Context: an optimization exercise on an open-source flow, tuned for small area. The choices shown serve that exercise and are no tape-out recipe. In this exercise RTL edits were held to simulation tests only and were not proved equivalent to the original. The flow treats the clock pin as an ideal source. Dropping or thinning the clock tree relies on that and would not hold on a real chip. No activity file was given, so power comes from the tool's default toggle rates.

==> 07-12 <==
==> flow/design.v <==
`timescale 1ns / 1ps
module SPA_FPGA(
  input in0, in1, in2, in3,
  input reset, run_source, run_dest, run_cost, clock,
  output out0, out1, out2, out3
);
  wire [3:0] in = {in3, in2, in1, in0};
  reg [19:0] r0, r1, r2, r3;    
  reg [6:0]  h;
  reg [1:0]  j;
  reg        f;                 
  reg [4:0]  a;                 
  reg [3:0]  o;
  reg [1:0]  src, dst;
  wire compute = h[5];
  wire query   = h[6];
  wire pre     = ~h[6] & ~h[5];           
  wire load    = pre;
  wire ph      = h[0];
  wire [1:0] ii = h[2:1];
  wire [1:0] kk = h[4:3];
  wire init1   = pre & ~h[2] & ~h[1] & ~h[0];    
  wire init2   = pre & ~h[2] & ~h[1] &  h[0];    
  wire wait31  = pre &  h[2] &  h[1] &  h[0];    
  wire [1:0] rsel = init2 ? j : compute ? ii : src;
  wire [1:0] csel = compute ? kk : dst;
  wire match = (j == csel);
  reg [4:0] rm, km;
  always @(*) begin
    case (rsel)
      2'd0: rm = r0[4:0];
      2'd1: rm = r1[4:0];
      2'd2: rm = r2[4:0];
      default: rm = r3[4:0];
    endcase
    case (kk)
      2'd0: km = r0[4:0];
      2'd1: km = r1[4:0];
      2'd2: km = r2[4:0];
      default: km = r3[4:0];
    endcase
  end
  wire [5:0] sum = {1'b0, a} + {1'b0, km};
  wire relax = sum < {1'b0, rm};
  wire wload = f & ~run_cost & match & ~query;
  reg [4:0] v;
  always @(*) begin
    if (init1) v = 5'd31;
    else if (init2) v = 5'd0;
    else if (compute & ph & relax) v = sum[4:0];
    else if (wload) v = a;
    else v = rm;
  end
  always @(posedge clock) begin
    r0 <= {(init1 | rsel == 2'd0) ? v : r0[4:0], r0[19:5]};
    r1 <= {(init1 | rsel == 2'd1) ? v : r1[4:0], r1[19:5]};
    r2 <= {(init1 | rsel == 2'd2) ? v : r2[4:0], r2[19:5]};
    r3 <= {(init1 | rsel == 2'd3) ? v : r3[4:0], r3[19:5]};
    if (reset) j <= 2'd0;
    else j <= j + 2'd1;
    if (reset) h <= 7'd24;
    else if (wload | (j == 2'd3 & (compute | init1 | init2 | wait31))) h <= h + 7'd1;
    f <= ~reset & (run_cost | (f & ~match & ~query));
    if (load & run_cost) a <= {1'b0, in};
    else if (match & (query | (compute & ~ph))) a <= rm;
    if (reset) o <= 4'd0;
    else if (f & query) o <= a[3:0];
    if (run_source) src <= in[1:0];
    if (run_dest) dst <= in[1:0];
  end
  assign {out3, out2, out1, out0} = o;
endmodule
==> flow/flow/run.sh <==
#!/bin/bash
# Own layout flow: the standard synthesis, its combinational logic re-mapped by
# ABC for area (flip-flops kept as they are, the result proven equal to the
# standard netlist), then the standard layout steps with smaller port buffers
# and a clock tree without dummy loads.
# Each tool's output goes to a log_*.log file in the work folder.
set -euo pipefail
W=$(pwd)
LIB=$FLOW_HOME/platforms/$FLOW_PLATFORM/lib/sky130_fd_sc_hd__tt_025C_1v80.lib
R=$W/orfs/results/$FLOW_PLATFORM/SPA_FPGA/base

bash standard.sh synth > log_1_synth.log 2>&1
cp $R/1_2_yosys.v std_synth.v
python3 flow/seqcells.py $LIB seqcells.txt
bash flow/remap.sh $LIB std_synth.v seqcells.txt > log_2_remap.log 2>&1
BEST=$(python3 flow/pick.py $LIB remap_*.v 2> log_2_pick.log)
if [[ -n "$BEST" ]] && bash flow/eqcheck.sh $LIB seqcells.txt std_synth.v $BEST > log_3_eqcheck.log 2>&1; then
  cp $BEST $R/1_2_yosys.v
  rm -f $R/1_synth.odb
else
  echo "re-mapping not used" >> log_3_eqcheck.log
fi

export BUFFER_PORTS_ARGS="-buffer_cell sky130_fd_sc_hd__buf_1"
export CTS_ARGS="-sink_clustering_enable -repair_clock_nets -dont_use_dummy_load"
bash standard.sh finish > log_4_layout.log 2>&1
==> flow/flow/cutff.py <==
# cutff.py seqcells.txt in.v out.v : replace each flip-flop instance by ports
# (Q -> input, every other pin but CLK -> output), for a combinational equivalence check
import re, sys
seq = set(open(sys.argv[1]).read().split())
t = open(sys.argv[2]).read()
inst_re = re.compile(r'^\s*(sky130_fd_sc_hd__\w+)\s+(\\\S+|\w+)\s*\((.*?)\);', re.M | re.S)
ports, decl, assigns = [], [], []
def key(n):
    return re.sub(r'[^A-Za-z0-9_]', '_', n.lstrip('\\'))
def repl(m):
    cell, name, body = m.group(1), m.group(2), m.group(3)
    if cell not in seq:
        return m.group(0)
    k = key(name)
    for pin, net in re.findall(r'\.(\w+)\s*\(\s*(.*?)\s*\)\s*(?:,|$)', body, re.S):
        if pin == 'CLK' or net == '':
            continue
        if pin in ('Q', 'Q_N'):
            p = f'ffq_{k}_{pin}'; ports.append(p); decl.append(f'  input {p};')
            assigns.append(f'  assign {net} = {p} ;')
        else:
            p = f'ffd_{k}_{pin}'; ports.append(p); decl.append(f'  output {p};')
            assigns.append(f'  assign {p} = {net} ;')
    return ''
t2 = inst_re.sub(repl, t)
t2 = re.sub(r'(module\s+\S+\s*\()', lambda m: m.group(1) + ', '.join(ports) + ', ', t2, count=1)
t2 = t2.replace('endmodule', '\n'.join(decl + assigns) + '\nendmodule', 1)
open(sys.argv[3], 'w').write(t2)
==> flow/flow/eqcheck.sh <==
#!/bin/bash
# Prove the re-mapped netlist equal to the standard one, flip-flops cut into ports.
# usage: eqcheck.sh liberty seqcells.txt std.v new.v
set -euo pipefail
LIB=$1
python3 flow/cutff.py $2 $3 eq_std.v
python3 flow/cutff.py $2 $4 eq_new.v
cat > eqcheck.ys <<YS
read_liberty -ignore_miss_func $LIB
read_verilog eq_std.v
rename $FLOW_TOP gold
read_verilog eq_new.v
rename $FLOW_TOP gate
hierarchy -check
flatten gold gate
miter -equiv -flatten gold gate miter
hierarchy -top miter
sat -verify -prove trigger 0 miter
YS
yosys -s eqcheck.ys
==> flow/flow/pick.py <==
# pick.py liberty cand1.v cand2.v ... : print the candidate netlist with the least cell area
# (only netlists made wholly of library cells count)
import re, sys
lib = open(sys.argv[1]).read()
area = {}
for p in re.split(r'\n\s*cell\s*\(\s*"?', lib)[1:]:
    name = re.match(r'(\w+)', p).group(1)
    a = re.search(r'\barea\s*:\s*([\d.]+)', p)
    if a:
        area[name] = float(a.group(1))
best = None
for f in sys.argv[2:]:
    try:
        t = open(f).read()
    except OSError:
        continue
    if '>>' in t or 'endmodule' not in t:
        continue
    cells = re.findall(r'^\s*(sky130_fd_sc_hd__\w+)\s', t, re.M)
    tot = sum(area[c] for c in cells)
    print(f'{f} {tot:.2f}', file=sys.stderr)
    if best is None or tot < best[0]:
        best = (tot, f)
print(best[1] if best else '')
==> flow/flow/remap.sh <==
#!/bin/bash
# Re-map the combinational logic of the standard synthesis netlist with ABC,
# keeping every flip-flop instance (name and cell type) as it is. Several ABC
# scripts are tried; each result is written to remap_N.v.
# usage: remap.sh liberty in.v seqcells.txt
set -euo pipefail
LIB=$1; IN=$2; SEQ=$(cat $3)
N=0
for S in "+strash;dch,-f;amap;topo" \
         "+strash;dc2;dch,-f;amap;topo" \
         "+strash;ifraig;dc2;dch,-f;amap;topo" \
         "+strash;dc2;dc2;dch,-f;amap;topo" \
         "+strash;dc2;&get,-n;&dch,-f;&nf,-R,1000;&put" \
         "+strash;&get,-n;&dch,-f;&nf,-R,1000;&put"; do
  N=$((N+1))
  cat > remap_$N.ys <<YS
read_liberty -ignore_miss_func $LIB
setattr -mod -set blackbox 1 $SEQ
read_verilog $IN
hierarchy -top $FLOW_TOP
flatten
opt_clean -purge
abc -liberty $LIB -dont_use *lpflow* -dont_use *probe* -script "$S"
opt_clean -purge
hilomap -singleton -hicell sky130_fd_sc_hd__conb_1 HI -locell sky130_fd_sc_hd__conb_1 LO
splitnets
opt_clean -purge
select $FLOW_TOP
write_verilog -noattr -nohex -nodec -selected remap_$N.v
YS
  echo "== script $N: $S"
  yosys -s remap_$N.ys || true
done
==> flow/flow/seqcells.py <==
# seqcells.py liberty out.txt : names of the library's sequential cells
import re, sys
lib = open(sys.argv[1]).read()
seq = []
for p in re.split(r'\n\s*cell\s*\(\s*"?', lib)[1:]:
    name = re.match(r'(\w+)', p).group(1)
    if re.search(r'\n\s*(ff|latch|statetable)\s*\(', p):
        seq.append(name)
open(sys.argv[2], 'w').write(' '.join(seq) + '\n')
==> flow/standard.sh <==
#!/bin/bash
# synth_recipe.tcl (not shown) runs the flow's synth.tcl, then flattens the netlist and writes it again
# the make line also repeats each setting of config.mk as NAME=value (left out here)
make -C /OpenROAD-flow-scripts/flow DESIGN_CONFIG=/design/flow/config.mk WORK_HOME=/design/flow/orfs CLKGATE_MAP_FILE= SYNTH_SCRIPT=/design/flow/synth_recipe.tcl "${@:-finish}"
==> flow/config.mk <==
export PLATFORM = sky130hd
export DESIGN_NAME = SPA_FPGA
export DESIGN_NICKNAME = SPA_FPGA
export VERILOG_FILES = /design/flow/design.v
export SDC_FILE = /design/flow/constraint.sdc
export NUM_CORES = 4
export LEC_CHECK = 0
export ABC_AREA = 0
export CAP_MARGIN = 20
export CORE_MARGIN = 2
export CORE_UTILIZATION = 45
export PLACE_DENSITY = 0.6
export SLEW_MARGIN = 20
==> flow/constraint.sdc <==
create_clock -name core_clock -period 10.0 [get_ports {clock}]
set_input_delay 2.0000 -clock core_clock [delete_from_list [all_inputs] [get_ports {clock}]]
set_output_delay 2.0000 -clock core_clock [all_outputs]
set_load 0.01 [all_outputs]
==> inputs of 09-21, as changes to 07-12 <==
==> flow/design.v, changed modules only <==
module SPA_FPGA(
  input in0, in1, in2, in3,
  input reset, run_source, run_dest, run_cost, clock,
  output out0, out1, out2, out3
);
  wire [3:0] in = {in3, in2, in1, in0};
  reg [19:0] r0, r1, r2, r3;    
  reg [5:0]  h;
  reg [1:0]  j;
  reg        f;                 
  reg [4:0]  a;                 
  reg [3:0]  o;
  reg [1:0]  src, dst;
  wire compute = ~h[5];                          
  wire query   = h[5] & ~h[4];                   
  wire pre     = h[5] & h[4];                    
  wire load    = pre;
  wire ph      = h[0];
  wire [1:0] ii = h[2:1];
  wire [1:0] kk = h[4:3];
  wire init1   = pre & ~h[2] & ~h[1] & ~h[0];    
  wire init2   = pre & ~h[2] & ~h[1] &  h[0];    
  wire wait63  = pre &  h[2] &  h[1] &  h[0];    
  wire [1:0] rsel = init2 ? j : compute ? ii : src;
  wire [1:0] csel = compute ? kk : dst;
  wire match = (j == csel);
  reg [4:0] rm, km;
  always @(*) begin
    case (rsel)
      2'd0: rm = r0[4:0];
      2'd1: rm = r1[4:0];
      2'd2: rm = r2[4:0];
      default: rm = r3[4:0];
    endcase
    case (kk)
      2'd0: km = r0[4:0];
      2'd1: km = r1[4:0];
      2'd2: km = r2[4:0];
      default: km = r3[4:0];
    endcase
  end
  wire [5:0] sum = {1'b0, a} + {1'b0, km};
  wire relax = sum < {1'b0, rm};
  wire wload = f & ~run_cost & match & ~query;
  reg [4:0] v;
  always @(*) begin
    if (init1) v = 5'd31;
    else if (init2) v = 5'd0;
    else if (compute & ph & relax) v = sum[4:0];
    else if (wload) v = a;
    else v = rm;
  end
  always @(posedge clock) begin
    r0 <= {(init1 | rsel == 2'd0) ? v : r0[4:0], r0[19:5]};
    r1 <= {(init1 | rsel == 2'd1) ? v : r1[4:0], r1[19:5]};
    r2 <= {(init1 | rsel == 2'd2) ? v : r2[4:0], r2[19:5]};
    r3 <= {(init1 | rsel == 2'd3) ? v : r3[4:0], r3[19:5]};
    if (reset) j <= 2'd0;
    else j <= j + 2'd1;
    if (reset) h <= 6'd56;
    else if (wload | (j == 2'd3 & (compute | init1 | init2 | wait63))) h <= h + 6'd1;
    f <= ~reset & (run_cost | (f & ~match & ~query));
    if (load & run_cost) a <= {1'b0, in};
    else if (match & (query | (compute & ~ph))) a <= rm;
    if (~query) o <= 4'd0;
    else if (f) o <= a[3:0];
    if (run_source) src <= in[1:0];
    if (run_dest) dst <= in[1:0];
  end
  assign {out3, out2, out1, out0} = o;
endmodule
--- a/flow/flow/run.sh
+++ b/flow/flow/run.sh
@@ -4,3 +4,3 @@
 # standard netlist), then the standard layout steps with smaller port buffers
-# and a clock tree without dummy loads.
+# and a one-level clock tree built by hand (flow/cts_manual.tcl).
 # Each tool's output goes to a log_*.log file in the work folder.
@@ -24,3 +24,6 @@
 export BUFFER_PORTS_ARGS="-buffer_cell sky130_fd_sc_hd__buf_1"
-export CTS_ARGS="-sink_clustering_enable -repair_clock_nets -dont_use_dummy_load"
+export PRE_CTS_TCL=$W/flow/cts_manual.tcl
+export CTS_MANUAL_PORT=clock
+export CTS_MANUAL_N=3
+export CTS_MANUAL_BUF=sky130_fd_sc_hd__clkbuf_16
 bash standard.sh finish > log_4_layout.log 2>&1
==> flow/flow/cts_manual.tcl (new file) <==
# Hook run before CTS (PRE_CTS_TCL): a one-level clock tree built by hand.
# The clock sinks are split into CTS_MANUAL_N clusters of near-equal size by
# recursive bisection (alternating x and y); each cluster gets one buffer of type
# CTS_MANUAL_BUF at its centroid, driven from the clock port. Every sink is then
# one buffer from the port, so all registers see the same insertion delay.
# TritonCTS is then told to leave the tree as it is.

proc cts_manual_split {sinks n axis} {
  if {$n <= 1} { return [list $sinks] }
  set s [lsort -integer -index $axis $sinks]
  set n1 [expr {$n / 2}]
  set cut [expr {([llength $s] * $n1 + $n / 2) / $n}]
  set a [lrange $s 0 [expr {$cut - 1}]]
  set b [lrange $s $cut end]
  set next [expr {3 - $axis}]
  return [concat [cts_manual_split $a $n1 $next] [cts_manual_split $b [expr {$n - $n1}] $next]]
}

proc cts_manual_build {} {
  set block [ord::get_db_block]
  set clk [$block findNet $::env(CTS_MANUAL_PORT)]
  set master [[ord::get_db] findMaster $::env(CTS_MANUAL_BUF)]
  set sinks {}
  foreach it [$clk getITerms] {
    set inst [$it getInst]
    set bb [$inst getBBox]
    lappend sinks [list $it [expr {([$bb xMin] + [$bb xMax]) / 2}] [expr {([$bb yMin] + [$bb yMax]) / 2}]]
  }
  set w [$master getWidth]
  set h [$master getHeight]
  # taller than wide: start with a cut across y (axis 2), else across x (axis 1)
  set core [$block getCoreArea]
  set axis [expr {[$core dx] >= [$core dy] ? 1 : 2}]
  set n 0
  foreach g [cts_manual_split $sinks $::env(CTS_MANUAL_N) $axis] {
    set sx 0; set sy 0
    foreach e $g { set sx [expr {$sx + [lindex $e 1]}]; set sy [expr {$sy + [lindex $e 2]}] }
    set cx [expr {$sx / [llength $g] - $w / 2}]
    set cy [expr {$sy / [llength $g] - $h / 2}]
    set inst [odb::dbInst_create $block $master "clkbuf_manual_$n"]
    set net [odb::dbNet_create $block "clknet_manual_$n"]
    $net setSigType CLOCK
    [$inst findITerm A] connect $clk
    [$inst findITerm X] connect $net
    foreach e $g {
      set it [lindex $e 0]
      $it disconnect
      $it connect $net
    }
    $inst setLocation [expr {int($cx)}] [expr {int($cy)}]
    $inst setPlacementStatus PLACED
    incr n
  }
  $clk setSigType CLOCK
  puts "cts_manual: $n buffers of $::env(CTS_MANUAL_BUF) for [llength $sinks] sinks"
}

cts_manual_build
proc clock_tree_synthesis {args} {
  puts "cts_manual: clock_tree_synthesis skipped, the tree is built by hand"
}
==> flow/flow/remap.sh (replaced) <==
#!/bin/bash
# Re-map the combinational logic of the standard synthesis netlist with ABC,
# keeping every flip-flop instance (name and cell type) as it is. Several ABC
# scripts are tried, among them &deepsyn with several seeds (four at a time);
# each result is written to remap_N.v (its log to remap_N.log).
# usage: remap.sh liberty in.v seqcells.txt
set -uo pipefail
LIB=$1; IN=$2; SEQ=$(cat $3)

run_one() {   # run_one N script
  cat > remap_$1.ys <<YS
read_liberty -ignore_miss_func $LIB
setattr -mod -set blackbox 1 $SEQ
read_verilog $IN
hierarchy -top $FLOW_TOP
flatten
opt_clean -purge
abc -liberty $LIB -dont_use *lpflow* -dont_use *probe* -script "$2"
opt_clean -purge
hilomap -singleton -hicell sky130_fd_sc_hd__conb_1 HI -locell sky130_fd_sc_hd__conb_1 LO
splitnets
opt_clean -purge
select $FLOW_TOP
write_verilog -noattr -nohex -nodec -selected remap_$1.v
YS
  echo "== script $1: $2" > remap_$1.log
  timeout 300 yosys -s remap_$1.ys >> remap_$1.log 2>&1 || rm -f remap_$1.v
}

N=0
for S in "+strash;dch,-f;amap;topo" \
         "+strash;dc2;dch,-f;amap;topo" \
         "+strash;ifraig;dc2;dch,-f;amap;topo" \
         "+strash;dc2;dc2;dch,-f;amap;topo" \
         "+strash;dc2;&get,-n;&dch,-f;&nf,-R,1000;&put" \
         "+strash;&get,-n;&dch,-f;&nf,-R,1000;&put" \
         "+strash;dc2;drw;dch,-f;amap,-m;topo" \
         "+strash;ifraig;dc2;dch,-f;amap,-m;topo" \
         "+strash;ifraig;dc2;resub,-K,8;dch,-f;amap,-m;topo" \
         "+strash;&get,-n;&syn2;&put;dch,-f;amap;topo"; do
  N=$((N+1))
  run_one $N "$S"
done
for SEED in 0 1 2 3 4 5 6 7; do
  N=$((N+1))
  run_one $N "+strash;&get,-n;&deepsyn,-T,25,-S,$SEED;&put;dch,-f;amap;topo" &
  if (( SEED % 4 == 3 )); then wait; fi
done
wait
cat remap_*.log
Settings changed: ABC_AREA 0 to 1, CORE_UTILIZATION 45 to 80, PLACE_DENSITY 0.6 to 0.88.
==> qor summary <==
| metric | 09-21 | 07-12 |
|---|---|---|
| Met1 routing resource usage after global routing | 0.5695 | 0.2523 |
| Run status | timing/DRC/antenna clean | timing/DRC/antenna clean |
| Net count after synthesis | 294 | 333 |
| Cell row count | 22 | 31 |
| Number of optimization iterations in the first detailed-route pass | 13 | 5 |
| Seq/total area | 0.6357 | 0.5996 |
| Routed metal-1 wirelength | 3019 um | 3308 um |
| Clock tree skew after final layout | 0.01959 ns | 0.02743 ns |
| Via-per-instance ratio | 7.876 | 5.365 |
| Flop pwr share | 0.654 | 0.642 |
| Initial core utilization | 0.8488 | 0.4595 |
| GR met2 Demand/Resource | 0.6863 | 0.2862 |
| Half-perimeter wire length after placement | 5710 um | 4979 um |
| Core outline area | 3716 um^2 | 7137 um^2 |
| Final Non-Filler Cells | 348 | 444 |
| Flop+latch power | 0.000505 W | 0.000443 W |
| Switching share of power | 0.2724 | 0.2311 |
| Final nets | 311 | 356 |
| Crit path setup slack, layout | 3.620 ns | 5.288 ns |
| Critical path endpoint | r1[16]$_DFF_P_ | r3[15]$_DFF_P_ |
| Layout cell share with drive strength beyond 1 | 0.01000 | 0.02609 |
| Sink of the worst hold path | r3[3]$_DFF_P_ | r3[11]$_DFF_P_ |
The clock cells of 09-21 come from the design's own scripts or RTL, not from TritonCTS.

==> what the ideal ports hide <==
In the flow no input, the clock included, has a driving cell. The finished layouts below were timed again as built, in two steps. Step 1 assumes that a clkbuf_16 drives the clock port and a buf_2 every other input. Step 2, shift: input delay + t, output delay - t, t = (earliest + latest rising clock arrival at the registers) / 2. This alone moves slack from input paths to output paths. a / b / c = no drivers / after step 1 / after step 2; a / b = the first two.
run | shift t [ns] | setup WS [ns] | worst data-port slew with drivers (ns)
07-12 | 0.386 | 5.288 / 5.288 / 5.288 | 0.03
09-21 | 0.236 | 3.620 / 3.620 / 3.620 | 0.05
After both steps setup and hold are still met in every run listed.
